Source: an optimization exercise on an open RTL-to-GDS flow (aim: small area, a short achievable clock period and few clock cycles). Production flows keep margins and buffers that such runs may drop.
At most, simulation tests tie the RTL to the original design; equivalence was not proved.
Power and IR drop assume default switching activity.

// neural
module neural(input  logic clk, reset, run_inference,
              output logic ready,
              output logic [9:0] RAM_address,
              output logic [7:0] RAM_wd,
              output logic RAM_we,
              input  logic [7:0] RAM_rd);
clock: 20.0 ns
lec_check: 0
cap_margin: 20
core_margin: 2
core_utilization: 40
cts_buf_list: sky130_fd_sc_hd__clkbuf_16
cts_cluster_diameter: 100
cts_cluster_size: 30
slew_margin: 20
standard.sh (not shown) runs the stock make flow with config.mk's settings and CLKGATE_MAP_FILE= SYNTH_SCRIPT=/design/flow/synth_recipe.tcl, a recipe that flattens the netlist after the stock synthesis.
==> flow/flow/run.sh <==
#!/bin/bash
# The standard layout, with faster port buffers than buffer_ports picks by default
# and a clock tree without buffers along its trunk (root buffer, then leaf buffers).
set -euo pipefail
export BUFFER_PORTS_ARGS="-buffer_cell sky130_fd_sc_hd__buf_4"
export CTS_ARGS="-sink_clustering_enable -repair_clock_nets -sink_clustering_size 30 -sink_clustering_max_diameter 100 -buf_list sky130_fd_sc_hd__clkbuf_16 -distance_between_buffers 1000 -branching_point_buffers_distance 1000"
bash standard.sh > make_finish.log 2>&1
Testbench counts at the start, summed over its fixed seeds: cycles 33,160.
Then changed:
==> flow/flow/run.sh (replaced) <==
#!/bin/bash
# The standard layout, with faster port buffers than buffer_ports picks by default.
set -euo pipefail
export BUFFER_PORTS_ARGS="-buffer_cell sky130_fd_sc_hd__buf_4"
bash standard.sh > make_finish.log 2>&1
--- a/flow/config.mk
+++ b/flow/config.mk
@@ -9,5 +9,5 @@
 export CORE_MARGIN = 2
-export CORE_UTILIZATION = 40
+export CORE_UTILIZATION = 70
 export CTS_BUF_LIST = sky130_fd_sc_hd__clkbuf_16
-export CTS_CLUSTER_DIAMETER = 100
+export CTS_CLUSTER_DIAMETER = 60
 export CTS_CLUSTER_SIZE = 30
=>
- maximum frequency is higher by 1.1%
- cell area is higher by 0.72%
- synthesized cell count stays the same
- total power is higher by 7.5%
- worst hold slack is worse by 0.019 ns
- die area is lower by 42%
- final cell count is lower by 10%
- via count is higher by 4.7%
- critical path depth does not change
Then changed:
--- a/flow/config.mk
+++ b/flow/config.mk
@@ -9,6 +9,6 @@
 export CORE_MARGIN = 2
-export CORE_UTILIZATION = 70
-export CTS_BUF_LIST = sky130_fd_sc_hd__clkbuf_16
+export CORE_UTILIZATION = 40
+export CTS_BUF_LIST = sky130_fd_sc_hd__clkbuf_8
 export CTS_CLUSTER_DIAMETER = 60
-export CTS_CLUSTER_SIZE = 30
+export CTS_CLUSTER_SIZE = 16
 export SLEW_MARGIN = 20
Outcome:
- The changed run completed with no timing, DRC or antenna violations
- cell area stays flat
- critical path depth does not change
- cell count rises by 13%
Then changed:
--- a/flow/config.mk
+++ b/flow/config.mk
@@ -10,5 +10,6 @@
 export CORE_UTILIZATION = 40
-export CTS_BUF_LIST = sky130_fd_sc_hd__clkbuf_8
-export CTS_CLUSTER_DIAMETER = 60
-export CTS_CLUSTER_SIZE = 16
+export CTS_BUF_LIST = sky130_fd_sc_hd__clkbuf_16
+export CTS_CLUSTER_DIAMETER = 100
+export CTS_CLUSTER_SIZE = 30
+export GPL_TIMING_DRIVEN = 0
 export SLEW_MARGIN = 20
After rerunning: Sequential share of layout area came out lower by 0.57 points. Area after synthesis stays the same. Total power climbs by a few percent. Core utilization goes up by 0.52 points. Critical path depth rises by 7.

========
neural, a different RTL version from the one above (not shown whole).
Size in the first run: ~2,100 cells after synthesis, roughly 31 I/O pins, roughly 0.023 mm2 of cells after synthesis.
==> flow/design.v (excerpt) <==
module neural(input  logic clk, reset, run_inference,
              output logic ready,
              output logic [9:0] RAM_address,
              output logic [7:0] RAM_wd,
              output logic RAM_we,
              input  logic [7:0] RAM_rd);
==> flow/config.mk <==
export PLATFORM = sky130hd
export DESIGN_NAME = neural
export DESIGN_NICKNAME = neural
export VERILOG_FILES = /design/flow/design.v
export SDC_FILE = /design/flow/constraint.sdc
export NUM_CORES = 4
export LEC_CHECK = 0
export CAP_MARGIN = 20
export CORE_MARGIN = 2
export CORE_UTILIZATION = 60
export CTS_BUF_LIST = sky130_fd_sc_hd__clkbuf_8
export CTS_CLUSTER_DIAMETER = 50
export CTS_CLUSTER_SIZE = 16
export SLEW_MARGIN = 20
==> flow/constraint.sdc <==
create_clock -name core_clock -period 20.0 [get_ports {clk}]
set_input_delay 4.0000 -clock core_clock [delete_from_list [all_inputs] [get_ports {clk}]]
set_output_delay 4.0000 -clock core_clock [all_outputs]
set_load 0.01 [all_outputs]
==> flow/flow/run.sh <==
#!/bin/bash
# The standard layout, with faster port buffers than buffer_ports picks by default.
set -euo pipefail
export BUFFER_PORTS_ARGS="-buffer_cell sky130_fd_sc_hd__buf_4"
bash standard.sh > make_finish.log 2>&1
The baseline finished clean.
Next try:
CORE_UTILIZATION = 40   (was 60)
CTS_BUF_LIST = sky130_fd_sc_hd__clkbuf_16   (was sky130_fd_sc_hd__clkbuf_8)
CTS_CLUSTER_DIAMETER = 80   (was 50)
CTS_CLUSTER_SIZE = 24   (was 16)
The new run finished with timing, DRC and antenna clean.
Wire length barely changes.
Setup slack improved by 0.069 ns.
First-iteration DRC count came out lower by 19%.
Core utilization is lower by 22 points.
Die area climbs by 49%.
Critical path depth goes up by 1.
Clock skew stays flat.
Register-to-register slack gets better by 0.03 ns.
Sequential power stays flat.
Power came out lower by 7.2%.
Non-clock buffer count rises by 2.
Function was not checked in any run of this note: the RTL went through the layout flow alone.

========
neural with an RTL version that a note above also has.
Size: about 450 flip-flops, ~31 I/O pins, ~23,000 sq um of cells after synthesis.
==> flow/config.mk <==
export PLATFORM = sky130hd
export DESIGN_NAME = neural
export DESIGN_NICKNAME = neural
export VERILOG_FILES = /design/flow/design.v
export SDC_FILE = /design/flow/constraint.sdc
export NUM_CORES = 4
export LEC_CHECK = 0
export CAP_MARGIN = 20
export CORE_MARGIN = 2
export CORE_UTILIZATION = 40
export CTS_BUF_LIST = sky130_fd_sc_hd__clkbuf_16
export CTS_CLUSTER_DIAMETER = 100
export CTS_CLUSTER_SIZE = 30
export SLEW_MARGIN = 20
==> flow/constraint.sdc <==
create_clock -name core_clock -period 20.0 [get_ports {clk}]
set_input_delay 4.0000 -clock core_clock [delete_from_list [all_inputs] [get_ports {clk}]]
set_output_delay 4.0000 -clock core_clock [all_outputs]
set_load 0.01 [all_outputs]
==> flow/flow/run.sh <==
#!/bin/bash
# The standard layout, with faster port buffers than buffer_ports picks by default
# and a two-level clock tree (root buffer, then leaf buffers).
set -euo pipefail
export BUFFER_PORTS_ARGS="-buffer_cell sky130_fd_sc_hd__buf_4"
export CTS_ARGS="-sink_clustering_enable -repair_clock_nets -sink_clustering_size 30 -sink_clustering_max_diameter 100 -buf_list sky130_fd_sc_hd__clkbuf_16 -sink_clustering_levels 1"
bash standard.sh > make_finish.log 2>&1
Testbench counts at the start, summed over its fixed seeds: cycles 33,160.
==> next run, changes <==
==> flow/flow/run.sh (replaced) <==
#!/bin/bash
# The standard layout, with faster port buffers than buffer_ports picks by default.
set -euo pipefail
export BUFFER_PORTS_ARGS="-buffer_cell sky130_fd_sc_hd__buf_4"
bash standard.sh > make_finish.log 2>&1
- CORE_UTILIZATION: 40 -> 50
=> Die area falls by 20%. Fmax is about the same. First-iteration DRC count climbs by 29%. Global-route usage increases by 6.1 points. Wire length climbs by 2.0%. Sequential power is about the same. Final cell count fell by 5.6%. Non-clock buffer count goes up by 7. Total power came out higher by 0.50%. Final area shrinks by 0.91%. Worst setup slack got worse by 0.013 ns.
==> next run, changes <==
- CORE_UTILIZATION: 50 -> 40
- CTS_CLUSTER_DIAMETER: 100 -> 80
- CTS_CLUSTER_SIZE: 30 -> 24
What happened: Setup slack is worse by 0.014 ns. Via count falls by 0.33%. Clock skew falls by 0.013 ns. Clock power rises by 17%. Synthesized cell count does not change. First-iteration DRC count falls by 21%. Worst hold slack is better by 0.0051 ns.
==> next run, changes <==
- CORE_UTILIZATION: 40 -> 70
- CTS_CLUSTER_DIAMETER: 80 -> 50
- CTS_CLUSTER_SIZE: 24 -> 40
Outcome: The new run ran to the end with no violations. Global-route usage grows by 15 points. Wire length decreases by 3.3%. Critical path depth stays the same. Cell count drops by 10%. Fmax went up by 1.3%. Synthesized area stays the same. Cell area increases by 0.37%. Sequential power stays flat. Count of clock-buffer cells in the layout went up by 14. Hold slack gets worse by 0.0069 ns. Non-clock buffer count rises by 6.

afterwards: timing with drivers on the ports:
The results above use ideal ports. As a check the final layouts listed here were re-extracted and re-timed, cells and wires unchanged.
Step 1 (the two cells are an assumption about what drives the block):
set clk [get_ports {clk}]
set_driving_cell -lib_cell sky130_fd_sc_hd__clkbuf_16 $clk
set_driving_cell -lib_cell sky130_fd_sc_hd__buf_2 [delete_from_list [all_inputs] $clk]
Step 2 also shifts input and output timing later by t, the mid clock arrival at the registers, as if the neighbouring blocks saw the same clock.
a / b / c = ideal ports / drivers / drivers and shift; a / b = the first two.
run	shift t [ns]	slack for setup (ns)	hold WS [ns]	worst register clock-pin slew, ns	worst slew at a driven data input, ns
the first run of note 1	0.623	14.847 / 14.788 / 14.445	0.329 / 0.329 / 0.329	0.12 / 0.12	0.03
the second run of note 1	0.592	14.905 / 14.851 / 14.432	0.310 / 0.310 / 0.310	0.10 / 0.10	0.09
the third run of note 1	0.692	14.741 / 14.688 / 14.509	0.323 / 0.323 / 0.323	0.11 / 0.11	0.03
the fourth run of note 1	0.641	14.685 / 14.723 / 14.082	0.318 / 0.318 / 0.318	0.12 / 0.12	0.03
the first run of note 2	0.726	14.775 / 14.722 / 14.564	0.329 / 0.329 / 0.329	0.11 / 0.11	0.04
the second run of note 2	0.649	14.845 / 14.785 / 14.540	0.314 / 0.314 / 0.314	0.10 / 0.10	0.06
the first run of note 3	0.623	14.847 / 14.788 / 14.445	0.329 / 0.329 / 0.329	0.12 / 0.12	0.03
the second run of note 3	0.627	14.834 / 14.775 / 14.263	0.323 / 0.323 / 0.323	0.12 / 0.12	0.03
the third run of note 3	0.653	14.820 / 14.760 / 14.483	0.328 / 0.328 / 0.328	0.10 / 0.10	0.03
the fourth run of note 3	0.600	14.888 / 14.830 / 14.441	0.321 / 0.321 / 0.321	0.09 / 0.09	0.09
After both steps setup and hold are still met in every run listed. For the fourth run of note 1, which loses most, drivers alone change the setup slack by +0.038 ns; drivers and shift together by -0.603 ns.
